Background: an optimization exercise with open tools, aiming at small area and a short achievable clock period. Do not read the settings as production practice.
At most, simulation tests tie the RTL to the original design; equivalence was not proved.
Function not checked in run 3: the RTL went through the layout flow alone.

### design/flow/constraint.sdc
create_clock -name core_clock -period 12.0 [get_ports {clk}]
set_input_delay 2.4000 -clock core_clock [delete_from_list [all_inputs] [get_ports {clk}]]
set_output_delay 2.4000 -clock core_clock [all_outputs]
set_load 0.01 [all_outputs]
### design/flow/config.mk
export PLATFORM = sky130hd
export DESIGN_NAME = top_diannao_node_vMAX
export DESIGN_NICKNAME = top_diannao_node_vMAX
export VERILOG_FILES = /design/flow/design.v
export SDC_FILE = /design/flow/constraint.sdc
export NUM_CORES = 8
export LEC_CHECK = 0
export ABC_AREA = 1
export CAP_MARGIN = 80
export CORE_MARGIN = 2
export CORE_UTILIZATION = 40
export SETUP_SLACK_MARGIN = 5
export SLEW_MARGIN = 80
### design/flow/flow/run.sh
#!/bin/bash
# Standard ORFS layout (the standard.sh, standard synthesis unchanged), with
# extra settings for timing repair, clock tree and port buffers.
set -euo pipefail
bash standard.sh SETUP_SLACK_MARGIN=8.3 CTS_CLUSTER_SIZE=30 CTS_CLUSTER_DIAMETER=80 "BUFFER_PORTS_ARGS=-buffer_cell sky130_fd_sc_hd__buf_1" finish > standard.log 2>&1
### design/flow/standard.sh
#!/bin/bash
# synth_recipe.tcl (not shown) runs the flow's synth.tcl, then flattens the netlist and writes it again
# the make line also repeats each setting of config.mk as NAME=value (left out here)
make -C /OpenROAD-flow-scripts/flow DESIGN_CONFIG=/design/flow/config.mk WORK_HOME=/design/flow/orfs CLKGATE_MAP_FILE= SYNTH_SCRIPT=/design/flow/synth_recipe.tcl "${@:-finish}"
### design/flow/design.v
module nfu_booth_enc (
    input  [14:0] B,
    output [7:0]  one,
    output [7:0]  two,
    output [7:0]  neg,
    output [8:0]  ext
);
    wire [17:0] b = {2'b00, B, 1'b0};
    genvar i;
    generate
        for (i = 0; i < 8; i = i + 1) begin : dig
            assign one[i] = b[2*i+1] ^ b[2*i];
            assign two[i] = (b[2*i+2] & ~b[2*i+1] & ~b[2*i]) | (~b[2*i+2] & b[2*i+1] & b[2*i]);
            assign neg[i] = b[2*i+2];
        end
    endgenerate
    wire [8:0] negs = {neg[4], 1'b0, neg[3], 1'b0, neg[2], 1'b0, neg[1], 1'b0, neg[0]};
    assign ext = -negs;
endmodule
module nfu_mul_cs (
    input  [14:0] A,
    input  [7:0]  one,
    input  [7:0]  two,
    input  [7:0]  neg,
    input  [8:0]  ext,
    input         s,
    output [14:0] h0,
    output [14:0] h1,
    output        ci
);
    wire pp1;
    wire pp2;
    wire pp3;
    wire pp4;
    wire pp5;
    wire pp6;
    wire pp7;
    wire pp8;
    wire pp9;
    wire pp10;
    wire pp11;
    wire pp12;
    wire pp13;
    wire pp14;
    wire pp15;
    wire pp16;
    wire pp17;
    wire pp18;
    wire pp19;
    wire pp20;
    wire pp21;
    wire pp22;
    wire pp23;
    wire pp24;
    wire pp25;
    wire pp26;
    wire pp27;
    wire pp28;
    wire pp29;
    wire pp30;
    wire pp31;
    wire pp32;
    wire pp33;
    wire pp34;
    wire pp35;
    wire pp36;
    wire pp37;
    wire pp38;
    wire pp39;
    wire pp40;
    wire pp41;
    wire pp42;
    wire pp43;
    wire pp44;
    wire pp45;
    wire pp46;
    wire pp47;
    wire pp48;
    wire pp49;
    wire pp50;
    wire pp51;
    wire pp52;
    wire pp53;
    wire pp54;
    wire pp55;
    wire pp56;
    wire pp57;
    wire pp58;
    wire pp59;
    wire pp60;
    wire pp61;
    wire pp62;
    wire pp63;
    wire pp64;
    wire pp65;
    wire pp66;
    wire pp67;
    wire pp68;
    wire pp69;
    wire pp70;
    wire pp71;
    wire pp72;
    wire pp73;
    wire pp74;
    wire pp75;
    wire pp76;
    wire pp77;
    wire pp78;
    wire pp79;
    wire pp80;
    wire pp81;
    wire pp82;
    wire pp83;
    wire pp84;
    wire pp85;
    wire pp86;
    wire pp87;
    wire pp88;
    wire pp89;
    wire pp90;
    wire pp91;
    wire pp92;
    wire pp93;
    wire pp94;
    wire pp95;
    wire pp96;
    wire pp97;
    wire pp98;
    wire pp99;
    wire pp100;
    wire pp101;
    wire pp102;
    wire pp103;
    wire pp104;
    wire pp105;
    wire pp106;
    wire pp107;
    wire pp108;
    wire pp109;
    wire pp110;
    wire pp111;
    wire pp112;
    wire pp113;
    wire pp114;
    wire pp115;
    wire pp116;
    wire pp117;
    wire pp118;
    wire pp119;
    wire s120;
    wire c121;
    wire s122;
    wire c123;
    wire x124;
    wire s125;
    wire c126;
    wire s127;
    wire c128;
    wire x129;
    wire s130;
    wire c131;
    wire s132;
    wire c133;
    wire x134;
    wire s135;
    wire c136;
    wire s137;
    wire c138;
    wire x139;
    wire s140;
    wire c141;
    wire x142;
    wire s143;
    wire c144;
    wire s145;
    wire c146;
    wire x147;
    wire s148;
    wire c149;
    wire x150;
    wire s151;
    wire c152;
    wire s153;
    wire c154;
    wire x155;
    wire s156;
    wire c157;
    wire x158;
    wire s159;
    wire c160;
    wire s161;
    wire c162;
    wire x163;
    wire s164;
    wire c165;
    wire x166;
    wire s167;
    wire c168;
    wire s169;
    wire c170;
    wire x171;
    wire s172;
    wire c173;
    wire x174;
    wire s175;
    wire c176;
    wire x177;
    wire s178;
    wire c179;
    wire s180;
    wire c181;
    wire x182;
    wire s183;
    wire c184;
    wire s185;
    wire c186;
    wire s187;
    wire c188;
    wire s189;
    wire c190;
    wire x191;
    wire s192;
    wire c193;
    wire s194;
    wire c195;
    wire x196;
    wire s197;
    wire c198;
    wire s199;
    wire c200;
    wire x201;
    wire s202;
    wire c203;
    wire x204;
    wire s205;
    wire c206;
    wire x207;
    wire s208;
    wire c209;
    wire x210;
    wire s211;
    wire c212;
    wire x213;
    wire s214;
    wire c215;
    wire x216;
    wire s217;
    wire c218;
    wire x219;
    wire s220;
    wire c221;
    wire x222;
    wire s223;
    wire c224;
    wire x225;
    wire s226;
    wire c227;
    wire x228;
    wire s229;
    wire c230;
    wire x231;
    wire s232;
    wire c233;
    wire x234;
    wire s235;
    wire c236;
    wire x237;
    wire s238;
    wire c239;
    wire x240;
    wire s241;
    wire c242;
    wire x243;
    wire s244;
    wire c245;
    wire x246;
    wire s247;
    wire c248;
    wire x249;
    wire s250;
    wire c251;
    wire x252;
    wire s253;
    wire c254;
    wire x255;
    wire s256;
    wire c257;
    wire x258;
    wire s259;
    wire c260;
    wire x261;
    wire s262;
    wire c263;
    wire x264;
    wire s265;
    wire c266;
    wire x267;
    wire s268;
    wire c269;
    wire x270;
    wire s271;
    wire c272;
    wire x273;
    wire s274;
    wire c275;
    wire x276;
    wire s277;
    wire c278;
    wire x279;
    wire s280;
    wire c281;
    wire x282;
    wire s283;
    wire c284;
    wire x285;
    wire s286;
    wire c287;
    wire x288;
    wire s289;
    wire c290;
    wire x291;
    wire s292;
    wire c293;
    wire s294;
    wire c295;
    wire x296;
    wire s297;
    wire c298;
    wire s299;
    wire c300;
    wire s301;
    wire c302;
    wire x303;
    wire s304;
    wire c305;
    wire x306;
    wire s307;
    wire c308;
    wire x309;
    wire s310;
    wire c311;
    wire x312;
    wire s313;
    wire c314;
    wire x315;
    wire s316;
    wire c317;
    wire x318;
    wire s319;
    wire c320;
    wire x321;
    wire s322;
    wire c323;
    wire x324;
    wire s325;
    wire c326;
    wire x327;
    wire s328;
    wire c329;
    wire x330;
    wire s331;
    wire c332;
    wire x333;
    wire s334;
    wire c335;
    wire x336;
    wire s337;
    wire c338;
    wire x339;
    wire s340;
    wire c341;
    wire x342;
    wire s343;
    wire c344;
    wire x345;
    wire s346;
    wire c347;
    wire x348;
    wire s349;
    wire c350;
    wire x351;
    wire s352;
    wire c353;
    wire x354;
    wire s355;
    wire c356;
    wire x357;
    wire s358;
    wire c359;
    wire x360;
    wire s361;
    wire c362;
    wire x363;
    wire s364;
    wire c365;
    wire s366;
    wire c367;
    wire s368;
    wire c369;
    wire x370;
    wire s371;
    wire c372;
    wire x373;
    wire s374;
    wire c375;
    wire x376;
    wire s377;
    wire c378;
    wire x379;
    wire s380;
    wire c381;
    wire x382;
    wire s383;
    wire c384;
    wire x385;
    wire s386;
    wire c387;
    wire x388;
    wire s389;
    wire c390;
    wire x391;
    wire s392;
    wire c393;
    wire x394;
    wire s395;
    wire c396;
    wire x397;
    wire s398;
    wire c399;
    wire x400;
    wire s401;
    wire c402;
    wire x403;
    wire s404;
    wire c405;
    wire x406;
    wire s407;
    wire c408;
    wire x409;
    wire s410;
    wire c411;
    wire x412;
    wire s413;
    wire c414;
    wire x415;
    wire s416;
    wire c417;
    wire x418;
    wire s419;
    wire c420;
    wire x421;
    wire s422;
    wire c423;
    wire x424;
    wire s425;
    wire c426;
    wire x427;
    wire s428;
    wire c429;
    wire x430;
    wire s431;
    wire c432;
    wire x433;
    wire s434;
    wire c435;
    wire x436;
    wire s437;
    wire c438;
    assign pp1 = ((one[0] & A[0])) ^ neg[0];
    assign pp2 = ((one[0] & A[1]) | (two[0] & A[0])) ^ neg[0];
    assign pp3 = ((one[0] & A[2]) | (two[0] & A[1])) ^ neg[0];
    assign pp4 = ((one[0] & A[3]) | (two[0] & A[2])) ^ neg[0];
    assign pp5 = ((one[0] & A[4]) | (two[0] & A[3])) ^ neg[0];
    assign pp6 = ((one[0] & A[5]) | (two[0] & A[4])) ^ neg[0];
    assign pp7 = ((one[0] & A[6]) | (two[0] & A[5])) ^ neg[0];
    assign pp8 = ((one[0] & A[7]) | (two[0] & A[6])) ^ neg[0];
    assign pp9 = ((one[0] & A[8]) | (two[0] & A[7])) ^ neg[0];
    assign pp10 = ((one[0] & A[9]) | (two[0] & A[8])) ^ neg[0];
    assign pp11 = ((one[0] & A[10]) | (two[0] & A[9])) ^ neg[0];
    assign pp12 = ((one[0] & A[11]) | (two[0] & A[10])) ^ neg[0];
    assign pp13 = ((one[0] & A[12]) | (two[0] & A[11])) ^ neg[0];
    assign pp14 = ((one[0] & A[13]) | (two[0] & A[12])) ^ neg[0];
    assign pp15 = ((one[0] & A[14]) | (two[0] & A[13])) ^ neg[0];
    assign pp16 = ((two[0] & A[14])) ^ neg[0];
    assign pp17 = ((one[1] & A[0])) ^ neg[1];
    assign pp18 = ((one[1] & A[1]) | (two[1] & A[0])) ^ neg[1];
    assign pp19 = ((one[1] & A[2]) | (two[1] & A[1])) ^ neg[1];
    assign pp20 = ((one[1] & A[3]) | (two[1] & A[2])) ^ neg[1];
    assign pp21 = ((one[1] & A[4]) | (two[1] & A[3])) ^ neg[1];
    assign pp22 = ((one[1] & A[5]) | (two[1] & A[4])) ^ neg[1];
    assign pp23 = ((one[1] & A[6]) | (two[1] & A[5])) ^ neg[1];
    assign pp24 = ((one[1] & A[7]) | (two[1] & A[6])) ^ neg[1];
    assign pp25 = ((one[1] & A[8]) | (two[1] & A[7])) ^ neg[1];
    assign pp26 = ((one[1] & A[9]) | (two[1] & A[8])) ^ neg[1];
    assign pp27 = ((one[1] & A[10]) | (two[1] & A[9])) ^ neg[1];
    assign pp28 = ((one[1] & A[11]) | (two[1] & A[10])) ^ neg[1];
    assign pp29 = ((one[1] & A[12]) | (two[1] & A[11])) ^ neg[1];
    assign pp30 = ((one[1] & A[13]) | (two[1] & A[12])) ^ neg[1];
    assign pp31 = ((one[1] & A[14]) | (two[1] & A[13])) ^ neg[1];
    assign pp32 = ((two[1] & A[14])) ^ neg[1];
    assign pp33 = ((one[2] & A[0])) ^ neg[2];
    assign pp34 = ((one[2] & A[1]) | (two[2] & A[0])) ^ neg[2];
    assign pp35 = ((one[2] & A[2]) | (two[2] & A[1])) ^ neg[2];
    assign pp36 = ((one[2] & A[3]) | (two[2] & A[2])) ^ neg[2];
    assign pp37 = ((one[2] & A[4]) | (two[2] & A[3])) ^ neg[2];
    assign pp38 = ((one[2] & A[5]) | (two[2] & A[4])) ^ neg[2];
    assign pp39 = ((one[2] & A[6]) | (two[2] & A[5])) ^ neg[2];
    assign pp40 = ((one[2] & A[7]) | (two[2] & A[6])) ^ neg[2];
    assign pp41 = ((one[2] & A[8]) | (two[2] & A[7])) ^ neg[2];
    assign pp42 = ((one[2] & A[9]) | (two[2] & A[8])) ^ neg[2];
    assign pp43 = ((one[2] & A[10]) | (two[2] & A[9])) ^ neg[2];
    assign pp44 = ((one[2] & A[11]) | (two[2] & A[10])) ^ neg[2];
    assign pp45 = ((one[2] & A[12]) | (two[2] & A[11])) ^ neg[2];
    assign pp46 = ((one[2] & A[13]) | (two[2] & A[12])) ^ neg[2];
    assign pp47 = ((one[2] & A[14]) | (two[2] & A[13])) ^ neg[2];
    assign pp48 = ((two[2] & A[14])) ^ neg[2];
    assign pp49 = ((one[3] & A[0])) ^ neg[3];
    assign pp50 = ((one[3] & A[1]) | (two[3] & A[0])) ^ neg[3];
    assign pp51 = ((one[3] & A[2]) | (two[3] & A[1])) ^ neg[3];
    assign pp52 = ((one[3] & A[3]) | (two[3] & A[2])) ^ neg[3];
    assign pp53 = ((one[3] & A[4]) | (two[3] & A[3])) ^ neg[3];
    assign pp54 = ((one[3] & A[5]) | (two[3] & A[4])) ^ neg[3];
    assign pp55 = ((one[3] & A[6]) | (two[3] & A[5])) ^ neg[3];
    assign pp56 = ((one[3] & A[7]) | (two[3] & A[6])) ^ neg[3];
    assign pp57 = ((one[3] & A[8]) | (two[3] & A[7])) ^ neg[3];
    assign pp58 = ((one[3] & A[9]) | (two[3] & A[8])) ^ neg[3];
    assign pp59 = ((one[3] & A[10]) | (two[3] & A[9])) ^ neg[3];
    assign pp60 = ((one[3] & A[11]) | (two[3] & A[10])) ^ neg[3];
    assign pp61 = ((one[3] & A[12]) | (two[3] & A[11])) ^ neg[3];
    assign pp62 = ((one[3] & A[13]) | (two[3] & A[12])) ^ neg[3];
    assign pp63 = ((one[3] & A[14]) | (two[3] & A[13])) ^ neg[3];
    assign pp64 = ((two[3] & A[14])) ^ neg[3];
    assign pp65 = ((one[4] & A[0])) ^ neg[4];
    assign pp66 = ((one[4] & A[1]) | (two[4] & A[0])) ^ neg[4];
    assign pp67 = ((one[4] & A[2]) | (two[4] & A[1])) ^ neg[4];
    assign pp68 = ((one[4] & A[3]) | (two[4] & A[2])) ^ neg[4];
    assign pp69 = ((one[4] & A[4]) | (two[4] & A[3])) ^ neg[4];
    assign pp70 = ((one[4] & A[5]) | (two[4] & A[4])) ^ neg[4];
    assign pp71 = ((one[4] & A[6]) | (two[4] & A[5])) ^ neg[4];
    assign pp72 = ((one[4] & A[7]) | (two[4] & A[6])) ^ neg[4];
    assign pp73 = ((one[4] & A[8]) | (two[4] & A[7])) ^ neg[4];
    assign pp74 = ((one[4] & A[9]) | (two[4] & A[8])) ^ neg[4];
    assign pp75 = ((one[4] & A[10]) | (two[4] & A[9])) ^ neg[4];
    assign pp76 = ((one[4] & A[11]) | (two[4] & A[10])) ^ neg[4];
    assign pp77 = ((one[4] & A[12]) | (two[4] & A[11])) ^ neg[4];
    assign pp78 = ((one[4] & A[13]) | (two[4] & A[12])) ^ neg[4];
    assign pp79 = ((one[4] & A[14]) | (two[4] & A[13])) ^ neg[4];
    assign pp80 = ((two[4] & A[14])) ^ neg[4];
    assign pp81 = ((one[5] & A[0])) ^ neg[5];
    assign pp82 = ((one[5] & A[1]) | (two[5] & A[0])) ^ neg[5];
    assign pp83 = ((one[5] & A[2]) | (two[5] & A[1])) ^ neg[5];
    assign pp84 = ((one[5] & A[3]) | (two[5] & A[2])) ^ neg[5];
    assign pp85 = ((one[5] & A[4]) | (two[5] & A[3])) ^ neg[5];
    assign pp86 = ((one[5] & A[5]) | (two[5] & A[4])) ^ neg[5];
    assign pp87 = ((one[5] & A[6]) | (two[5] & A[5])) ^ neg[5];
    assign pp88 = ((one[5] & A[7]) | (two[5] & A[6])) ^ neg[5];
    assign pp89 = ((one[5] & A[8]) | (two[5] & A[7])) ^ neg[5];
    assign pp90 = ((one[5] & A[9]) | (two[5] & A[8])) ^ neg[5];
    assign pp91 = ((one[5] & A[10]) | (two[5] & A[9])) ^ neg[5];
    assign pp92 = ((one[5] & A[11]) | (two[5] & A[10])) ^ neg[5];
    assign pp93 = ((one[5] & A[12]) | (two[5] & A[11])) ^ neg[5];
    assign pp94 = ((one[5] & A[13]) | (two[5] & A[12])) ^ neg[5];
    assign pp95 = ((one[5] & A[14]) | (two[5] & A[13])) ^ neg[5];
    assign pp96 = ((one[6] & A[0])) ^ neg[6];
    assign pp97 = ((one[6] & A[1]) | (two[6] & A[0])) ^ neg[6];
    assign pp98 = ((one[6] & A[2]) | (two[6] & A[1])) ^ neg[6];
    assign pp99 = ((one[6] & A[3]) | (two[6] & A[2])) ^ neg[6];
    assign pp100 = ((one[6] & A[4]) | (two[6] & A[3])) ^ neg[6];
    assign pp101 = ((one[6] & A[5]) | (two[6] & A[4])) ^ neg[6];
    assign pp102 = ((one[6] & A[6]) | (two[6] & A[5])) ^ neg[6];
    assign pp103 = ((one[6] & A[7]) | (two[6] & A[6])) ^ neg[6];
    assign pp104 = ((one[6] & A[8]) | (two[6] & A[7])) ^ neg[6];
    assign pp105 = ((one[6] & A[9]) | (two[6] & A[8])) ^ neg[6];
    assign pp106 = ((one[6] & A[10]) | (two[6] & A[9])) ^ neg[6];
    assign pp107 = ((one[6] & A[11]) | (two[6] & A[10])) ^ neg[6];
    assign pp108 = ((one[6] & A[12]) | (two[6] & A[11])) ^ neg[6];
    assign pp109 = ((one[7] & A[0])) ^ neg[7];
    assign pp110 = ((one[7] & A[1]) | (two[7] & A[0])) ^ neg[7];
    assign pp111 = ((one[7] & A[2]) | (two[7] & A[1])) ^ neg[7];
    assign pp112 = ((one[7] & A[3]) | (two[7] & A[2])) ^ neg[7];
    assign pp113 = ((one[7] & A[4]) | (two[7] & A[3])) ^ neg[7];
    assign pp114 = ((one[7] & A[5]) | (two[7] & A[4])) ^ neg[7];
    assign pp115 = ((one[7] & A[6]) | (two[7] & A[5])) ^ neg[7];
    assign pp116 = ((one[7] & A[7]) | (two[7] & A[6])) ^ neg[7];
    assign pp117 = ((one[7] & A[8]) | (two[7] & A[7])) ^ neg[7];
    assign pp118 = ((one[7] & A[9]) | (two[7] & A[8])) ^ neg[7];
    assign pp119 = ((one[7] & A[10]) | (two[7] & A[9])) ^ neg[7];
    assign s120 = s ^ neg[4];
    assign c121 = s & neg[4];
    assign s122 = s ^ pp10;
    assign c123 = s & pp10;
    assign x124 = neg[5] ^ pp11;
    assign s125 = x124 ^ pp25;
    assign c126 = (neg[5] & pp11) | (pp25 & x124);
    assign s127 = pp12 ^ pp26;
    assign c128 = pp12 & pp26;
    assign x129 = neg[6] ^ pp13;
    assign s130 = x129 ^ pp27;
    assign c131 = (neg[6] & pp13) | (pp27 & x129);
    assign s132 = pp41 ^ pp55;
    assign c133 = pp41 & pp55;
    assign x134 = pp14 ^ pp28;
    assign s135 = x134 ^ pp42;
    assign c136 = (pp14 & pp28) | (pp42 & x134);
    assign s137 = pp56 ^ pp70;
    assign c138 = pp56 & pp70;
    assign x139 = neg[7] ^ pp15;
    assign s140 = x139 ^ pp29;
    assign c141 = (neg[7] & pp15) | (pp29 & x139);
    assign x142 = pp43 ^ pp57;
    assign s143 = x142 ^ pp71;
    assign c144 = (pp43 & pp57) | (pp71 & x142);
    assign s145 = pp85 ^ pp98;
    assign c146 = pp85 & pp98;
    assign x147 = pp16 ^ pp30;
    assign s148 = x147 ^ pp44;
    assign c149 = (pp16 & pp30) | (pp44 & x147);
    assign x150 = pp58 ^ pp72;
    assign s151 = x150 ^ pp86;
    assign c152 = (pp58 & pp72) | (pp86 & x150);
    assign s153 = pp99 ^ pp110;
    assign c154 = pp99 & pp110;
    assign x155 = ext[0] ^ pp31;
    assign s156 = x155 ^ pp45;
    assign c157 = (ext[0] & pp31) | (pp45 & x155);
    assign x158 = pp59 ^ pp73;
    assign s159 = x158 ^ pp87;
    assign c160 = (pp59 & pp73) | (pp87 & x158);
    assign s161 = pp100 ^ pp111;
    assign c162 = pp100 & pp111;
    assign x163 = ext[1] ^ pp32;
    assign s164 = x163 ^ pp46;
    assign c165 = (ext[1] & pp32) | (pp46 & x163);
    assign x166 = pp60 ^ pp74;
    assign s167 = x166 ^ pp88;
    assign c168 = (pp60 & pp74) | (pp88 & x166);
    assign s169 = pp101 ^ pp112;
    assign c170 = pp101 & pp112;
    assign x171 = ext[2] ^ pp47;
    assign s172 = x171 ^ pp61;
    assign c173 = (ext[2] & pp47) | (pp61 & x171);
    assign x174 = pp75 ^ pp89;
    assign s175 = x174 ^ pp102;
    assign c176 = (pp75 & pp89) | (pp102 & x174);
    assign x177 = ext[3] ^ pp48;
    assign s178 = x177 ^ pp62;
    assign c179 = (ext[3] & pp48) | (pp62 & x177);
    assign s180 = pp76 ^ pp90;
    assign c181 = pp76 & pp90;
    assign x182 = ext[4] ^ pp63;
    assign s183 = x182 ^ pp77;
    assign c184 = (ext[4] & pp63) | (pp77 & x182);
    assign s185 = ext[5] ^ pp64;
    assign c186 = ext[5] & pp64;
    assign s187 = s ^ neg[2];
    assign c188 = s & neg[2];
    assign s189 = s ^ pp6;
    assign c190 = s & pp6;
    assign x191 = s ^ neg[3];
    assign s192 = x191 ^ pp7;
    assign c193 = (s & neg[3]) | (pp7 & x191);
    assign s194 = pp21 ^ pp35;
    assign c195 = pp21 & pp35;
    assign x196 = s ^ pp8;
    assign s197 = x196 ^ pp22;
    assign c198 = (s & pp8) | (pp22 & x196);
    assign s199 = pp36 ^ pp50;
    assign c200 = pp36 & pp50;
    assign x201 = pp9 ^ pp23;
    assign s202 = x201 ^ pp37;
    assign c203 = (pp9 & pp23) | (pp37 & x201);
    assign x204 = pp51 ^ pp65;
    assign s205 = x204 ^ s120;
    assign c206 = (pp51 & pp65) | (s120 & x204);
    assign x207 = pp24 ^ pp38;
    assign s208 = x207 ^ pp52;
    assign c209 = (pp24 & pp38) | (pp52 & x207);
    assign x210 = pp66 ^ c121;
    assign s211 = x210 ^ s122;
    assign c212 = (pp66 & c121) | (s122 & x210);
    assign x213 = pp39 ^ pp53;
    assign s214 = x213 ^ pp67;
    assign c215 = (pp39 & pp53) | (pp67 & x213);
    assign x216 = pp81 ^ c123;
    assign s217 = x216 ^ s125;
    assign c218 = (pp81 & c123) | (s125 & x216);
    assign x219 = pp40 ^ pp54;
    assign s220 = x219 ^ pp68;
    assign c221 = (pp40 & pp54) | (pp68 & x219);
    assign x222 = pp82 ^ s127;
    assign s223 = x222 ^ c126;
    assign c224 = (pp82 & s127) | (c126 & x222);
    assign x225 = pp69 ^ pp83;
    assign s226 = x225 ^ pp96;
    assign c227 = (pp69 & pp83) | (pp96 & x225);
    assign x228 = c128 ^ s132;
    assign s229 = x228 ^ s130;
    assign c230 = (c128 & s132) | (s130 & x228);
    assign x231 = pp84 ^ pp97;
    assign s232 = x231 ^ c133;
    assign c233 = (pp84 & pp97) | (c133 & x231);
    assign x234 = s137 ^ c131;
    assign s235 = x234 ^ s135;
    assign c236 = (s137 & c131) | (s135 & x234);
    assign x237 = pp109 ^ c138;
    assign s238 = x237 ^ s145;
    assign c239 = (pp109 & c138) | (s145 & x237);
    assign x240 = c136 ^ s140;
    assign s241 = x240 ^ s143;
    assign c242 = (c136 & s140) | (s143 & x240);
    assign x243 = c146 ^ s153;
    assign s244 = x243 ^ c141;
    assign c245 = (c146 & s153) | (c141 & x243);
    assign x246 = c144 ^ s148;
    assign s247 = x246 ^ s151;
    assign c248 = (c144 & s148) | (s151 & x246);
    assign x249 = c154 ^ s161;
    assign s250 = x249 ^ c149;
    assign c251 = (c154 & s161) | (c149 & x249);
    assign x252 = c152 ^ s156;
    assign s253 = x252 ^ s159;
    assign c254 = (c152 & s156) | (s159 & x252);
    assign x255 = c162 ^ s169;
    assign s256 = x255 ^ c157;
    assign c257 = (c162 & s169) | (c157 & x255);
    assign x258 = c160 ^ s164;
    assign s259 = x258 ^ s167;
    assign c260 = (c160 & s164) | (s167 & x258);
    assign x261 = pp113 ^ c170;
    assign s262 = x261 ^ c165;
    assign c263 = (pp113 & c170) | (c165 & x261);
    assign x264 = c168 ^ s172;
    assign s265 = x264 ^ s175;
    assign c266 = (c168 & s172) | (s175 & x264);
    assign x267 = pp103 ^ pp114;
    assign s268 = x267 ^ s180;
    assign c269 = (pp103 & pp114) | (s180 & x267);
    assign x270 = c173 ^ c176;
    assign s271 = x270 ^ s178;
    assign c272 = (c173 & c176) | (s178 & x270);
    assign x273 = pp91 ^ pp104;
    assign s274 = x273 ^ pp115;
    assign c275 = (pp91 & pp104) | (pp115 & x273);
    assign x276 = c181 ^ c179;
    assign s277 = x276 ^ s183;
    assign c278 = (c181 & c179) | (s183 & x276);
    assign x279 = pp78 ^ pp92;
    assign s280 = x279 ^ pp105;
    assign c281 = (pp78 & pp92) | (pp105 & x279);
    assign x282 = pp116 ^ s185;
    assign s283 = x282 ^ c184;
    assign c284 = (pp116 & s185) | (c184 & x282);
    assign x285 = ext[6] ^ pp79;
    assign s286 = x285 ^ pp93;
    assign c287 = (ext[6] & pp79) | (pp93 & x285);
    assign x288 = pp106 ^ pp117;
    assign s289 = x288 ^ c186;
    assign c290 = (pp106 & pp117) | (c186 & x288);
    assign x291 = ext[7] ^ pp80;
    assign s292 = x291 ^ pp94;
    assign c293 = (ext[7] & pp80) | (pp94 & x291);
    assign s294 = pp107 ^ pp118;
    assign c295 = pp107 & pp118;
    assign x296 = ext[8] ^ pp95;
    assign s297 = x296 ^ pp108;
    assign c298 = (ext[8] & pp95) | (pp108 & x296);
    assign s299 = s ^ neg[1];
    assign c300 = s & neg[1];
    assign s301 = s ^ pp4;
    assign c302 = s & pp4;
    assign x303 = pp5 ^ pp19;
    assign s304 = x303 ^ pp33;
    assign c305 = (pp5 & pp19) | (pp33 & x303);
    assign x306 = pp20 ^ pp34;
    assign s307 = x306 ^ c188;
    assign c308 = (pp20 & pp34) | (c188 & x306);
    assign x309 = pp49 ^ c190;
    assign s310 = x309 ^ s194;
    assign c311 = (pp49 & c190) | (s194 & x309);
    assign x312 = c195 ^ s199;
    assign s313 = x312 ^ c193;
    assign c314 = (c195 & s199) | (c193 & x312);
    assign x315 = c200 ^ c198;
    assign s316 = x315 ^ s202;
    assign c317 = (c200 & c198) | (s202 & x315);
    assign x318 = c203 ^ c206;
    assign s319 = x318 ^ s208;
    assign c320 = (c203 & c206) | (s208 & x318);
    assign x321 = c209 ^ s214;
    assign s322 = x321 ^ c212;
    assign c323 = (c209 & s214) | (c212 & x321);
    assign x324 = c215 ^ s220;
    assign s325 = x324 ^ s223;
    assign c326 = (c215 & s220) | (s223 & x324);
    assign x327 = c221 ^ s226;
    assign s328 = x327 ^ c224;
    assign c329 = (c221 & s226) | (c224 & x327);
    assign x330 = c227 ^ s232;
    assign s331 = x330 ^ c230;
    assign c332 = (c227 & s232) | (c230 & x330);
    assign x333 = c233 ^ s238;
    assign s334 = x333 ^ c236;
    assign c335 = (c233 & s238) | (c236 & x333);
    assign x336 = c239 ^ s244;
    assign s337 = x336 ^ c242;
    assign c338 = (c239 & s244) | (c242 & x336);
    assign x339 = c245 ^ s250;
    assign s340 = x339 ^ c248;
    assign c341 = (c245 & s250) | (c248 & x339);
    assign x342 = c251 ^ s256;
    assign s343 = x342 ^ c254;
    assign c344 = (c251 & s256) | (c254 & x342);
    assign x345 = c257 ^ s262;
    assign s346 = x345 ^ c260;
    assign c347 = (c257 & s262) | (c260 & x345);
    assign x348 = c263 ^ s268;
    assign s349 = x348 ^ c266;
    assign c350 = (c263 & s268) | (c266 & x348);
    assign x351 = s274 ^ c269;
    assign s352 = x351 ^ c272;
    assign c353 = (s274 & c269) | (c272 & x351);
    assign x354 = c275 ^ s280;
    assign s355 = x354 ^ s283;
    assign c356 = (c275 & s280) | (s283 & x354);
    assign x357 = c281 ^ s286;
    assign s358 = x357 ^ s289;
    assign c359 = (c281 & s286) | (s289 & x357);
    assign x360 = s294 ^ c287;
    assign s361 = x360 ^ s292;
    assign c362 = (s294 & c287) | (s292 & x360);
    assign x363 = pp119 ^ c295;
    assign s364 = x363 ^ c293;
    assign c365 = (pp119 & c295) | (c293 & x363);
    assign s366 = s ^ neg[0];
    assign c367 = s & neg[0];
    assign s368 = s ^ pp2;
    assign c369 = s & pp2;
    assign x370 = pp3 ^ pp17;
    assign s371 = x370 ^ s299;
    assign c372 = (pp3 & pp17) | (s299 & x370);
    assign x373 = pp18 ^ c300;
    assign s374 = x373 ^ s301;
    assign c375 = (pp18 & c300) | (s301 & x373);
    assign x376 = s187 ^ c302;
    assign s377 = x376 ^ s304;
    assign c378 = (s187 & c302) | (s304 & x376);
    assign x379 = s189 ^ c305;
    assign s380 = x379 ^ s307;
    assign c381 = (s189 & c305) | (s307 & x379);
    assign x382 = c308 ^ s192;
    assign s383 = x382 ^ s310;
    assign c384 = (c308 & s192) | (s310 & x382);
    assign x385 = s197 ^ c311;
    assign s386 = x385 ^ s313;
    assign c387 = (s197 & c311) | (s313 & x385);
    assign x388 = s205 ^ c314;
    assign s389 = x388 ^ s316;
    assign c390 = (s205 & c314) | (s316 & x388);
    assign x391 = s211 ^ c317;
    assign s392 = x391 ^ s319;
    assign c393 = (s211 & c317) | (s319 & x391);
    assign x394 = c320 ^ s217;
    assign s395 = x394 ^ s322;
    assign c396 = (c320 & s217) | (s322 & x394);
    assign x397 = c218 ^ c323;
    assign s398 = x397 ^ s325;
    assign c399 = (c218 & c323) | (s325 & x397);
    assign x400 = s229 ^ s328;
    assign s401 = x400 ^ c326;
    assign c402 = (s229 & s328) | (c326 & x400);
    assign x403 = s235 ^ c329;
    assign s404 = x403 ^ s331;
    assign c405 = (s235 & c329) | (s331 & x403);
    assign x406 = s241 ^ c332;
    assign s407 = x406 ^ s334;
    assign c408 = (s241 & c332) | (s334 & x406);
    assign x409 = s247 ^ c335;
    assign s410 = x409 ^ s337;
    assign c411 = (s247 & c335) | (s337 & x409);
    assign x412 = s253 ^ c338;
    assign s413 = x412 ^ s340;
    assign c414 = (s253 & c338) | (s340 & x412);
    assign x415 = s259 ^ c341;
    assign s416 = x415 ^ s343;
    assign c417 = (s259 & c341) | (s343 & x415);
    assign x418 = s265 ^ c344;
    assign s419 = x418 ^ s346;
    assign c420 = (s265 & c344) | (s346 & x418);
    assign x421 = s271 ^ c347;
    assign s422 = x421 ^ s349;
    assign c423 = (s271 & c347) | (s349 & x421);
    assign x424 = s277 ^ c350;
    assign s425 = x424 ^ s352;
    assign c426 = (s277 & c350) | (s352 & x424);
    assign x427 = c278 ^ c353;
    assign s428 = x427 ^ s355;
    assign c429 = (c278 & c353) | (s355 & x427);
    assign x430 = c284 ^ s358;
    assign s431 = x430 ^ c356;
    assign c432 = (c284 & s358) | (c356 & x430);
    assign x433 = c290 ^ s361;
    assign s434 = x433 ^ c359;
    assign c435 = (c290 & s361) | (c359 & x433);
    assign x436 = s297 ^ s364;
    assign s437 = x436 ^ c362;
    assign c438 = (s297 & s364) | (c362 & x436);
    wire [10:0] low = {s392, s389, s386, s383, s380, s377, s374, s371, s368, s366} + {c390, c387, c384, c381, c378, c375, c372, c369, c367, pp1};
    assign ci = low[10];
    assign h0 = {s437, s434, s431, s428, s425, s422, s419, s416, s413, s410, s407, s404, s401, s398, s395};
    assign h1 = {c435, c432, c429, c426, c423, c420, c417, c414, c411, c408, c405, c402, c399, c396, c393};
endmodule
module nfu_gt16 (
    input  [15:0] a,
    input  [15:0] b,
    output        y
);
    wire [15:0] g0 = a & ~b;
    wire [15:0] l0 = ~a & b;
    wire [7:0]  g1, l1;
    wire [3:0]  g2, l2;
    wire [1:0]  g3, l3;
    genvar i;
    generate
        for (i = 0; i < 8; i = i + 1) begin : m1
            assign g1[i] = g0[2*i+1] | (~l0[2*i+1] & g0[2*i]);
            assign l1[i] = l0[2*i+1] | (~g0[2*i+1] & l0[2*i]);
        end
        for (i = 0; i < 4; i = i + 1) begin : m2
            assign g2[i] = g1[2*i+1] | (~l1[2*i+1] & g1[2*i]);
            assign l2[i] = l1[2*i+1] | (~g1[2*i+1] & l1[2*i]);
        end
        for (i = 0; i < 2; i = i + 1) begin : m3
            assign g3[i] = g2[2*i+1] | (~l2[2*i+1] & g2[2*i]);
            assign l3[i] = l2[2*i+1] | (~g2[2*i+1] & l2[2*i]);
        end
    endgenerate
    assign y = g3[1] | (~l3[1] & g3[0]);
endmodule
module nfu_csa4 (
    input  [15:0] a,
    input  [15:0] b,
    input  [15:0] c,
    input  [15:0] d,
    output [15:0] y0,
    output [15:0] y1
);
    wire [15:0] x1 = a ^ b;
    wire [15:0] s1 = x1 ^ c;
    wire [15:0] c1 = {(a[14:0] & b[14:0]) | (c[14:0] & x1[14:0]), 1'b0};
    wire [15:0] x2 = s1 ^ c1;
    assign y0 = x2 ^ d;
    assign y1 = {(s1[14:0] & c1[14:0]) | (d[14:0] & x2[14:0]), 1'b0};
endmodule
module nfu_max4 (
    input  [15:0] a,
    input  [15:0] b,
    input  [15:0] c,
    input  [15:0] d,
    output [15:0] y
);
    wire ab, ac, ad, bc, bd, cd;
    nfu_gt16 C0 (a, b, ab);
    nfu_gt16 C1 (a, c, ac);
    nfu_gt16 C2 (a, d, ad);
    nfu_gt16 C3 (b, c, bc);
    nfu_gt16 C4 (b, d, bd);
    nfu_gt16 C5 (c, d, cd);
    wire sa = ab & ac & ad;
    wire sb = ~ab & bc & bd;
    wire sc = ~ac & ~bc & cd;
    wire sd = ~ad & ~bd & ~cd;
    assign y = ({16{sa}} & a) | ({16{sb}} & b) | ({16{sc}} & c) | ({16{sd}} & d);
endmodule
module top_diannao_node_vMAX (
        clk,
        i_inputs,
        i_synapses,
        i_op,
        i_nbout,
        i_load,
        o_to_edram
    );
    input           clk;
    input  [255:0]  i_inputs;
    input  [255:0]  i_synapses;
    input  [0:0]    i_op;
    input  [15:0]   i_nbout;
    input           i_load;
    output [15:0]   o_to_edram;
    reg  [239:0] mag_a;
    reg  [127:0] one1, two1, neg1;
    reg  [15:0]  sgn1;
    reg  [239:0] cs0, cs1;
    reg  [15:0]  csc;
    reg  [15:0]  sgn2;
    reg  [63:0]  gsum0, gsum1, gmax;
    reg  [15:0]  rsum0, rsum1, rmax;
    reg  [15:0]  out_reg;
    assign o_to_edram = out_reg;
    wire [239:0] h0, h1;
    wire [15:0]  hc;
    wire [255:0] prod;
    wire [63:0]  gsum0_d, gsum1_d, gmax_d;
    genvar j, k;
    generate
        for (j = 0; j < 16; j = j + 1) begin : lane
            wire [7:0] one0, two0, neg0;
            wire [8:0] ext0, ext1;
            nfu_booth_enc ENC (
                .B   (i_synapses[16*j +: 15]),
                .one (one0),
                .two (two0),
                .neg (neg0),
                .ext (ext0)
            );
            always @(posedge clk) begin
                mag_a[15*j +: 15] <= i_inputs[16*j +: 15];
                sgn1[j]           <= i_inputs[16*j+15] ^ i_synapses[16*j+15];
                one1[8*j +: 8]    <= one0;
                two1[8*j +: 8]    <= two0;
                neg1[8*j +: 8]    <= neg0;
            end
            assign ext1 = -{neg1[8*j+4], 1'b0, neg1[8*j+3], 1'b0, neg1[8*j+2], 1'b0, neg1[8*j+1], 1'b0, neg1[8*j]};
            nfu_mul_cs MUL (
                .A   (mag_a[15*j +: 15]),
                .one (one1[8*j +: 8]),
                .two (two1[8*j +: 8]),
                .neg (neg1[8*j +: 8]),
                .ext (ext1),
                .s   (sgn1[j]),
                .h0  (h0[15*j +: 15]),
                .h1  (h1[15*j +: 15]),
                .ci  (hc[j])
            );
            wire [15:0] psum = {cs0[15*j +: 15], 1'b1} + {cs1[15*j +: 15], csc[j]};
            assign prod[16*j +: 16] = {sgn2[j], psum[15:1]};
        end
        for (k = 0; k < 4; k = k + 1) begin : grp
            nfu_csa4 GS (prod[64*k +: 16], prod[64*k+16 +: 16], prod[64*k+32 +: 16], prod[64*k+48 +: 16],
                         gsum0_d[16*k +: 16], gsum1_d[16*k +: 16]);
            nfu_max4 GM (prod[64*k +: 16], prod[64*k+16 +: 16], prod[64*k+32 +: 16], prod[64*k+48 +: 16],
                         gmax_d[16*k +: 16]);
        end
    endgenerate
    wire [63:0] gsum;
    assign gsum[15:0]  = gsum0[15:0]  + gsum1[15:0];
    assign gsum[31:16] = gsum0[31:16] + gsum1[31:16];
    assign gsum[47:32] = gsum0[47:32] + gsum1[47:32];
    assign gsum[63:48] = gsum0[63:48] + gsum1[63:48];
    wire [15:0] ss0, ss1, sm, ms0, ms1, mm;
    nfu_csa4 SS (gsum[15:0], gsum[31:16], gsum[47:32], gsum[63:48], ss0, ss1);
    nfu_max4 SM (gsum[15:0], gsum[31:16], gsum[47:32], gsum[63:48], sm);
    nfu_csa4 MS (gmax[15:0], gmax[31:16], gmax[47:32], gmax[63:48], ms0, ms1);
    nfu_max4 MM (gmax[15:0], gmax[31:16], gmax[47:32], gmax[63:48], mm);
    wire [15:0] fx  = rsum0 ^ rsum1;
    wire [15:0] fs  = fx ^ out_reg;
    wire [15:0] fc  = {(rsum0[14:0] & rsum1[14:0]) | (out_reg[14:0] & fx[14:0]), 1'b0};
    wire [15:0] fin_sum = fs + fc;
    wire        take;
    nfu_gt16 FC (rmax, out_reg, take);
    wire [15:0] fin_max = ({16{take}} & rmax) | ({16{~take}} & out_reg);
    wire [15:0] fin     = i_op[0] ? fin_max : fin_sum;
    always @(posedge clk) begin
        cs0     <= h0;
        cs1     <= h1;
        csc     <= hc;
        sgn2    <= sgn1;
        gsum0   <= gsum0_d;
        gsum1   <= gsum1_d;
        gmax    <= gmax_d;
        rsum0   <= i_op[0] ? ms0 : ss0;
        rsum1   <= i_op[0] ? ms1 : ss1;
        rmax    <= i_op[0] ? mm : sm;
        out_reg <= i_load ? fin : i_nbout;
    end
endmodule
==> flow_summary.yaml, run 1 <==
grt:
  grt_max_degree: 38
  grt-ovfl-total: 0
  grt_pass1_wl_um: 706000
  grt_use_total_pct: 23.9
  grt_pass1_vias: 120455
  antenna_found_initial: 45
layout:
  area_delta_synth_final_pct: 10.4
  fillers: 36536
  mostFrequentLayoutCell: "inv_1"
  layout-drive-gt1-share_pct: 10.4
  final_nets: 21859
  utilization_pct: 44.4
  layout_common_cells: "inv_1, nand2_1, xor2_1"
clock_tree:
  ctsHoldBuffers: 0
  htreeDepth: 3
  cts_root_buffer: "clkbuf_16"
  numCtsBuffers: 116
  clockBufferDepth: 4
  worst_skew_pair.late_latency_ns: 0.94
  clkTransAtPathRegs_ns: 0.09
  clock_sinks: 1387
  cts_tree: "done"
setup_path:
  path_class: "flip-flop to output port"
  cpMaxStageDelayCell: "edfxtp_1"
  critPathTopFamily: "flip-flops"
  end_kind: "output port"
  path_cells: "buf_1"
  cp.required_ns: 9.60
  crit_buf_inv: 1
  critPathLaunchType: "flip-flop"
  cp_max_fo: 2
  arrival_ns: 1.56
  slowest_delay_ns: 0.49
synthesis:
  syn-instance-count: 18598
  yosysWarnings: 1
  ys_types: 64
  yosys_register_bits: 1387
  async_flop_share_pct: 0
  syn-cell-area_mm2: 0.147
  syn_avg_cell_area_um2: 7.91
  yosysSeqAreaShare_pct: 19.0
  synth_edf_count: 16
  dominantRegCellSynth: "dfxtp_1"
  syn-num-nets: 21746
floorplan:
  ios: 547
  die-width_um: 610
  die_h_um: 610
  rows: 222
  fp.coreArea_mm2: 0.366
  dieArea_mm2: 0.372
  start_util_pct: 40.2
timing:
  tightest_slew_ns: 0.313
  skew_ns: 0.0652
  fin_crit_ns: 3.96
  rsz0062_at_grt: "yes"
  fin_crit_sh_pct: 33.0
  max_freq_mhz: 252
  slew_headroom_pct: 78.8
  tns_ns: 0
  hold_viol: 0
  slew_viol_final: 0
  setup_viol_count_final: 0
detailed_routing:
  drt_pass1_iterations: 6
  drt-initial-drc-count: 11040
  wirelength_um: 453000
  wl_per_cell_um: 19.2
  via_per_inst: 5.26
  antenna_left: 0
  vias: 124243
  drc_errors: 0
run_status:
  status: "timing/DRC/antenna clean"
placed_design:
  routabilityCongestion: 0.963
  post-dp-hpwl_um: 366000
  io_buffers: 546
min_path:
  hold_path.class: "flip-flop to flip-flop"
flow_run:
  maxCapViolations: 0
==> logic make-up after synthesis <==
family,share of synthesized area [%]
AO/OA/AOI/OAI,11.2
XOR/XNOR,11.9
adder cells (fa/ha/maj),30.4
buffers and inverters,11.4
flip-flops,19.0
multiplexers,0.776
AND/OR/NAND/NOR,15.2
==> state kept, by name, indices dropped and copies added, names as in the netlist, 16 cells and up, named ones only <==
register,flops
cs0,240
cs1,240
csc,16
gmax,64
gsum0,64
gsum1,60
lane.MUL.neg,112
mag_a,240
one1,128
rmax,16
rsum0,16
sgn1,16
sgn2,16
two1,128
==> layout make-up <==
| type | instances | area, um2 | share of cell area (%) |
|---|---|---|---|
| Antenna cell | 12 | 30.0 | 0.0185 |
| Clock buffer | 119 | 2960 | 1.82 |
| Clock inverter | 95 | 1600 | 0.985 |
| Inverter | 3713 | 14700 | 9.04 |
| Multi-Input combinational cell | 12780 | 105000 | 64.8 |
| Sequential cell | 1387 | 28500 | 17.6 |
| Tap cell | 4816 | 6030 | 3.71 |
| Timing Repair Buffer | 713 | 3400 | 2.10 |
==> Yosys cell counts (all sizes together) (4+ instances only) <==
cell | n | area share, %
mux2i | 6 | 0.041
a41o | 16 | 0.11
nand3b | 44 | 0.22
nand4 | 249 | 1.1
xnor2 | 104 | 0.65
a21o | 24 | 0.12
a21oi | 471 | 1.6
o21a | 27 | 0.14
dfxtp | 1371 | 19
o311ai | 5 | 0.030
nor2 | 958 | 2.5
o21bai | 50 | 0.26
or2 | 4 | 0.019
a21boi | 14 | 0.071
nand2 | 3230 | 8.4
o31ai | 15 | 0.077
o21ai | 336 | 1.1
buf | 137 | 0.46
o2111ai | 5 | 0.030
o211ai | 13 | 0.066
nor3 | 35 | 0.13
a31oi | 50 | 0.21
and2 | 17 | 0.072
edfxtp | 16 | 0.33
clkinv | 82 | 0.21
mux2 | 96 | 0.74
inv | 3631 | 9.3
clkbuf | 583 | 1.5
ha | 1018 | 8.7
fa | 1599 | 22
o22ai | 1706 | 7.3
xor2 | 1885 | 11
nand3 | 793 | 2.8
==> worst paths after layout <==
| path | startpoint | end | slack [ns] | cells after the start |
|---|---|---|---|---|
| setup / recovery | flip-flop | o_to_edram[11] | 8.04 | 1 |
| setup reg to reg | flip-flop | flip-flop | 8.31 | 23 |
| hold reg to reg | sgn1[15] | sgn2[15] | 0.44 | 0 |
| hold / removal | sgn1[15] | sgn2[15] | 0.44 | 0 |
==> stage by stage <==
step / instances / worst slack, ns / hold WS, ns / instance area [um2]
floorplan: 18598 / 8.30 / 0.498 / 147000
global placement: 23256 / 7.62 / 0.597 / 152000
detailed placement: 23345 / 8.24 / 0.455 / 156000
CTS: 23574 / 7.96 / 0.444 / 161000
global route: 23626 / 7.97 / 0.452 / 162000
finish: 23635 / 8.04 / 0.439 / 162000
==> repair_timing <==
item,4_1_cts,5_1_grt
setup buffers,15,27
pin swaps,0,23
endpoints found under the setup margin,30,83
cloned,0,2
resized for setup,25,87
==> per-layer routing <==
metal | global-route usage (%) | up-vias | part of all wire [%]
li1 | - | 59088 | -
met1 | 33.1 | 60029 | 44
met2 | 38.5 | 4405 | 45
met3 | 3.21 | 691 | 7.0
met4 | 7.84 | 30 | 3.7
met5 | 0 | - | 0.036
==> run 2: changes to the inputs <==
==> design/flow/flow/run.sh (replaced) <==
#!/bin/bash
# The standard layout (standard.sh: the standard synthesis and ORFS steps,
# unchanged), with a larger setup margin for timing repair, a clock tree with
# larger sink clusters and plain buffers on the ports.  The make output goes to
# standard.log; each ORFS step logs to orfs/logs/.
set -euo pipefail
bash standard.sh SETUP_SLACK_MARGIN=8.3 CTS_CLUSTER_SIZE=30 CTS_CLUSTER_DIAMETER=80 "BUFFER_PORTS_ARGS=-buffer_cell sky130_fd_sc_hd__buf_1" finish > standard.log 2>&1
==> run 2 against run 1 <==
Non-clock buffer count did not move. Register-to-register slack barely moved. Clock skew did not move. Critical path depth did not move. Count of clock-buffer cells in the layout did not move. Worst hold slack did not move.
==> flow_summary.yaml, run 2 <==
run_status:
  status: "timing/DRC/antenna clean"
layout:
  final_nets: 21859
  layout-drive-gt1-share_pct: 10.4
  fillers: 36536
  area_delta_synth_final_pct: 10.4
  layout_common_cells: "inv_1, nand2_1, xor2_1"
  instances_no_fill: 23635
  largestRegisters: "cs0 x240, cs1 x240, mag_a x240"
  mostFrequentLayoutCell: "inv_1"
synthesis:
  synth_most_common_cell: "inv_1"
  synth_edf_count: 16
  syn-cell-area_mm2: 0.147
  syn-num-nets: 21746
  synth.largest_area_cell: "fa_1"
  yosys_register_bits: 1387
  ys_types: 64
  ys_top_cells_by_count: "inv_1, nand2_1, xor2_1"
  yosysTopAreaCellShare_pct: 21.8
  async_flop_share_pct: 0
  syn-instance-count: 18598
  yosysSeqAreaShare_pct: 19.0
  yosysWarnings: 1
  dominantRegCellSynth: "dfxtp_1"
  syn_avg_cell_area_um2: 7.91
  ys_top_cells_by_area: "fa_1, dfxtp_1, xor2_1, inv_1, ha_1"
min_path:
  hold_path.class: "flip-flop to flip-flop"
  hp-start: "sgn1[15]"
setup_path:
  path_cells: "buf_1"
  end_kind: "output port"
  critPathLaunchType: "flip-flop"
  crit_buf_inv: 1
  critPathTopFamily: "flip-flops"
  slowest_delay_ns: 0.49
  cp.required_ns: 9.60
  cpMaxStageDelayCell: "edfxtp_1"
  cp_max_fo: 2
  arrival_ns: 1.56
  path_class: "flip-flop to output port"
placed_design:
  io_buffers: 546
  routabilityCongestion: 0.963
  post-dp-hpwl_um: 366000
  place_inst: 23345
timing:
  slew_viol_final: 0
  setup_viol_count_final: 0
  rsz0062_at_grt: "yes"
  slew_headroom_pct: 78.8
  whs_ns: 0.439
  fin_crit_ns: 3.96
  tns_ns: 0
  hold_viol: 0
  skew_ns: 0.0652
  max_freq_mhz: 252
  fin_crit_sh_pct: 33.0
  tightest_slew_ns: 0.313
detailed_routing:
  drt-initial-drc-count: 11040
  via_per_inst: 5.26
  drc_errors: 0
  drt_pass1_iterations: 6
  vias: 124243
  wirelength_um: 453000
  antenna_left: 0
  wl_per_cell_um: 19.2
floorplan:
  rows: 222
  die-width_um: 610
  die_h_um: 610
  fp.coreArea_mm2: 0.366
  dieArea_mm2: 0.372
  ios: 547
  start_util_pct: 40.2
grt:
  grt_max_degree: 38
  grt_pass1_wl_um: 706000
  grt_pass1_vias: 120455
  grt_use_total_pct: 23.9
  grt-ovfl-total: 0
  antenna_found_initial: 45
clock_tree:
  htreeDepth: 3
  clkTransAtPathRegs_ns: 0.09
  worst_skew_pair.late_latency_ns: 0.94
  numCtsBuffers: 116
  clock_sinks: 1387
  cts_root_buffer: "clkbuf_16"
  clockBufferDepth: 4
  cts_tree: "done"
  ctsHoldBuffers: 0
flow_run:
  maxCapViolations: 0
==> run 2: area by class of cell <==
class	count	area (um2)	share of cell area, %
Antenna cell	12	30.0	0.0185
Clock buffer	119	2960	1.82
Clock inverter	95	1600	0.985
Inverter	3713	14700	9.04
Multi-Input combinational cell	12780	105000	64.8
Sequential cell	1387	28500	17.6
Tap cell	4816	6030	3.71
Timing Repair Buffer	713	3400	2.10
==> run 2: final timing paths <==
kind | end | slack (ns) | cells past startpoint
setup reg to reg | flip-flop | 8.31 | 23
hold reg to reg | sgn2[15] | 0.44 | 0
hold / removal | sgn2[15] | 0.44 | 0
setup / recovery | o_to_edram[11] | 8.04 | 1
==> run 2: metrics by stage <==
stage                     utilization [%]  setup slack [ns]  instance area, um2
after floorplan                         -              8.30              147000
after global placement               41.7              7.62              152000
after detailed placement             42.7              8.24              156000
after CTS                            44.0              7.96              161000
after global routing                 44.4              7.97              162000
final                                44.4              8.04              162000
==> run 2: layer usage <==
metal	vias to the layer above	global-route usage, %	wire length, um
met5	-	0	161
met4	30	7.84	16600
met3	691	3.21	31600
met2	4405	38.5	206000
met1	60029	33.1	199000
li1	59088	-	-
==> run 2: kinds of logic after synthesis <==
group                      count (synthesis)  share of synthesized area (%)
and+or+nand+nor                         5332                           15.2
buffers and inverters                   4433                           11.4
AOI/OAI and AO/OA                       2736                           11.2
adders and majority gates               2619                           30.4
xor gates and xnor gates                1989                           11.9
DFF                                     1387                           19.0
muxes                                    102                          0.776
==> run 2: timing repair <==
item                                    4_1_cts  5_1_grt
pin swaps                                     0       23
gates resized for setup                      25       87
cloned                                        0        2
buffers inserted                             15       27
endpoints found under the setup margin       30       83
==> run 3: changes to the inputs <==
--- a/design/flow/design.v
+++ b/design/flow/design.v
@@ -953,2 +953,31 @@
 endmodule
+module nfu_cmp4 (
+    input  [15:0] a,
+    input  [15:0] b,
+    input  [15:0] c,
+    input  [15:0] d,
+    output [5:0]  g
+);
+    nfu_gt16 C0 (a, b, g[0]);
+    nfu_gt16 C1 (a, c, g[1]);
+    nfu_gt16 C2 (a, d, g[2]);
+    nfu_gt16 C3 (b, c, g[3]);
+    nfu_gt16 C4 (b, d, g[4]);
+    nfu_gt16 C5 (c, d, g[5]);
+endmodule
+module nfu_sel4 (
+    input  [15:0] a,
+    input  [15:0] b,
+    input  [15:0] c,
+    input  [15:0] d,
+    input  [5:0]  g,
+    output [15:0] y
+);
+    wire ab = g[0], ac = g[1], ad = g[2], bc = g[3], bd = g[4], cd = g[5];
+    wire sa = ab & ac & ad;
+    wire sb = ~ab & bc & bd;
+    wire sc = ~ac & ~bc & cd;
+    wire sd = ~ad & ~bd & ~cd;
+    assign y = ({16{sa}} & a) | ({16{sb}} & b) | ({16{sc}} & c) | ({16{sd}} & d);
+endmodule
 module nfu_max4 (
@@ -995,3 +1024,5 @@
     reg  [15:0]  sgn2;
-    reg  [63:0]  gsum0, gsum1, gmax;
+    reg  [255:0] prod3;
+    reg  [23:0]  gcmp;
+    reg  [63:0]  gsum;
     reg  [15:0]  rsum0, rsum1, rmax;
@@ -1002,3 +1033,5 @@
     wire [255:0] prod;
-    wire [63:0]  gsum0_d, gsum1_d, gmax_d;
+    wire [63:0]  gsum0_d, gsum1_d, gsum_d;
+    wire [23:0]  gcmp_d;
+    wire [63:0]  gmax;
     genvar j, k;
@@ -1040,11 +1073,9 @@
                          gsum0_d[16*k +: 16], gsum1_d[16*k +: 16]);
-            nfu_max4 GM (prod[64*k +: 16], prod[64*k+16 +: 16], prod[64*k+32 +: 16], prod[64*k+48 +: 16],
-                         gmax_d[16*k +: 16]);
+            assign gsum_d[16*k +: 16] = gsum0_d[16*k +: 16] + gsum1_d[16*k +: 16];
+            nfu_cmp4 GC (prod[64*k +: 16], prod[64*k+16 +: 16], prod[64*k+32 +: 16], prod[64*k+48 +: 16],
+                         gcmp_d[6*k +: 6]);
+            nfu_sel4 GM (prod3[64*k +: 16], prod3[64*k+16 +: 16], prod3[64*k+32 +: 16], prod3[64*k+48 +: 16],
+                         gcmp[6*k +: 6], gmax[16*k +: 16]);
         end
     endgenerate
-    wire [63:0] gsum;
-    assign gsum[15:0]  = gsum0[15:0]  + gsum1[15:0];
-    assign gsum[31:16] = gsum0[31:16] + gsum1[31:16];
-    assign gsum[47:32] = gsum0[47:32] + gsum1[47:32];
-    assign gsum[63:48] = gsum0[63:48] + gsum1[63:48];
     wire [15:0] ss0, ss1, sm, ms0, ms1, mm;
@@ -1067,5 +1098,5 @@
         sgn2    <= sgn1;
-        gsum0   <= gsum0_d;
-        gsum1   <= gsum1_d;
-        gmax    <= gmax_d;
+        prod3   <= prod;
+        gcmp    <= gcmp_d;
+        gsum    <= gsum_d;
         rsum0   <= i_op[0] ? ms0 : ss0;
==> design/flow/flow/run.sh (replaced) <==
#!/bin/bash
# Standard ORFS layout (the standard.sh, standard synthesis unchanged), with
# extra settings for timing repair, clock tree and port buffers.
set -euo pipefail
bash standard.sh SETUP_SLACK_MARGIN=8.3 CTS_CLUSTER_SIZE=30 CTS_CLUSTER_DIAMETER=80 "BUFFER_PORTS_ARGS=-buffer_cell sky130_fd_sc_hd__buf_1" finish > standard.log 2>&1
==> run 3 against run 2 <==
Still clean on timing, DRC and antenna. Synthesized area down 1.3%. Via count down 4.5%. Worst hold slack lost 0.025 ns. First-iteration DRC count shrank 10%. Wire length down 2.0%. Critical endpoint is now gsum[63].
==> flow_summary.yaml, run 3 <==
run_status:
  status: "timing/DRC/antenna clean"
detailed_routing:
  antenna_left: 0
  drc_errors: 0
  wl_per_cell_um: 19.6
  wirelength_um: 444000
  vias: 118664
  drt_pass1_iterations: 6
  via_per_inst: 5.24
  drt-initial-drc-count: 9891
synthesis:
  yosysWarnings: 1
  async_flop_share_pct: 0
  ys_top_cells_by_area: "fa_1, dfxtp_1, xor2_1, inv_1, ha_1"
  synth_edf_count: 16
  ys_top_cells_by_count: "inv_1, xor2_1, nand2_1"
  yosysTopAreaCellShare_pct: 22.1
  syn-num-nets: 20351
  syn-instance-count: 17204
  syn-cell-area_mm2: 0.145
  synth.largest_area_cell: "fa_1"
  dominantRegCellSynth: "dfxtp_1"
  yosys_register_bits: 1543
  ys_types: 67
  synth_most_common_cell: "inv_1"
  syn_avg_cell_area_um2: 8.44
  yosysSeqAreaShare_pct: 21.4
clock_tree:
  worst_skew_pair.late_latency_ns: 0.91
  clockBufferDepth: 4
  clkTransAtPathRegs_ns: 0.09
  cts_root_buffer: "clkbuf_16"
  clock_sinks: 1543
  htreeDepth: 4
  cts_tree: "done"
  numCtsBuffers: 134
placed_design:
  io_buffers: 546
  post-dp-hpwl_um: 352000
  routabilityCongestion: 0.966
  place_inst: 22075
  placed_cell_area_mm2: 0.158
setup_path:
  cp_max_fo: 3
  end_kind: "flip-flop"
  cpMaxStageDelayCell: "fa_1"
  slowest_delay_ns: 0.53
  critPathLaunchType: "flip-flop"
  crit_buf_inv: 5
  cp.required_ns: 12.78
  cp_common_cell: "nand2_2"
  arrival_ns: 5.08
  critPathTopFamily: "adder cells"
  r2r_slack_ns: 7.70
  path_class: "flip-flop to flip-flop"
timing:
  fin_crit_sh_pct: 35.9
  tightest_slew_ns: 0.361
  whs_ns: 0.415
  hold_viol: 0
  tns_ns: 0
  skew_ns: 0.0656
  rsz0062_at_grt: "yes"
  setup_viol_count_final: 0
  fin_crit_ns: 4.30
  slew_headroom_pct: 76.0
  max_freq_mhz: 232
  slew_viol_final: 0
grt:
  grt_pass1_vias: 117941
  antenna_found_initial: 24
  grt_use_total_pct: 23.8
  grt_most_used_layer: "met2"
  grt_use_met2_pct: 39.1
  use_met1_pct: 32.1
  grtUsageMet3_pct: 3.38
  grt_max_degree: 54
  grt_pass1_wl_um: 690000
  grt-ovfl-total: 0
floorplan:
  start_util_pct: 40.1
  dieArea_mm2: 0.368
  die-width_um: 606
  ios: 547
  fp.coreArea_mm2: 0.362
  rows: 221
  die_h_um: 606
layout:
  fillers: 34893
  instances_no_fill: 22643
  regMostFlops: "prod3"
  final_nets: 20880
  stdcell_area_mm2: 0.169
  mostFrequentLayoutCell: "inv_1"
  layout-drive-gt1-share_pct: 16.2
  layout_common_cells: "inv_1, xor2_1, o22ai_1"
  area_delta_synth_final_pct: 16.7
  utilization_pct: 46.9
  largest_reg_flops: 256
min_path:
  hold_path.class: "flip-flop to flip-flop"
flow_run:
  maxCapViolations: 0
[run 3: cell count changes after synthesis, sizes merged, moves of 66 or more]
cell and delta:
xnor2 +66, xor2 +135, nand3 -241, nand2 -1420, nand4 -110, inv -174
dfxtp +156, o21ai +142, nor2 -178
[run 3: stage by stage]
step / setup slack [ns]
finish: 7.70
detailed placement: 7.27
global route: 7.52
CTS: 7.74
floorplan: 7.90
global placement: 7.19
[run 3: cell families after synthesis]
| kind of cell | count (synthesis) | synth area share, % |
|---|---|---|
| multiplexers | 96 | 0.745 |
| AND/OR/NAND/NOR | 3397 | 9.87 |
| adder cells (fa/ha/maj) | 2618 | 30.8 |
| AO/OA/AOI/OAI | 3102 | 12.8 |
| XOR/XNOR | 2190 | 13.2 |
| buffers and inverters | 4258 | 11.1 |
| flip-flops | 1543 | 21.4 |
[run 3: what timing repair did]
action	4_1_cts	5_1_grt
hold endpoints to repair	0	0
setup buffers	179	107
gates cloned	0	1
pin swaps	196	190
endpoints found under the setup margin	64	76
gates resized for setup	416	281
hold buffers	0	0
[run 3: worst paths after layout]
check / from / end / cells past startpoint
max: cs1[180] / gsum[63] / 25
min: sgn1[9] / sgn2[9] / 0
max reg2reg: cs1[180] / gsum[63] / 25
min reg2reg: sgn1[9] / sgn2[9] / 0
[run 3: final cells by class]
class                   count  area, um2  area share [%]
flip-flops and latches   1543      31700            18.7
well taps                4794       6000            3.54
clock buffers             147       3530            2.08
repair buffers           1111       6650            3.92
multi-input cells       11404     106000            62.6
diodes                      9       22.5          0.0133
clock inverters            96       1490           0.880
inverters                3539      14000            8.28
[run 3: worst register-to-register path, delay by kind of cell (launching register included)]
family	cells	cell delay [ns]
and+or+nand+nor	11	0.99
AOI/OAI and AO/OA	3	0.44
buffers and inverters	5	0.49
DFF	1	0.35
adders and majority gates	4	1.67
xor gates and xnor gates	2	0.28
[run 3: routing by layer]
layer	up-vias	part of all wire (%)
li1	55854	-
met1	57787	43
met4	12	3.4
met5	-	0.017
met3	704	7.0
met2	4307	47

static timing again, ports no longer ideal:
The results above use ideal ports. As a check the final layouts listed here were re-extracted and re-timed, cells and wires unchanged. Step 1: set_driving_cell puts a clkbuf_16 on clk and a buf_2 on each other input, an assumption about the parent block. Step 2 moves the port delays by t, midway between the first and last clock arrival at a register: inputs arrive t later, outputs are due t later. That takes back most of the time a late clock gives input paths. Three values: no drivers, after step 1, after step 2; two values: the first two.
run	t, ns	setup WS [ns]	worst register clock-pin slew, ns	pins driven straight from the clock port
run 1	1.015	8.039 / 7.928 / 8.299	0.11 / 0.11	1
run 2	1.015	8.039 / 7.928 / 8.299	0.11 / 0.11	1
run 3	0.985	7.696 / 7.696 / 7.696	0.11 / 0.11	1
After both steps every run listed still meets setup and hold.
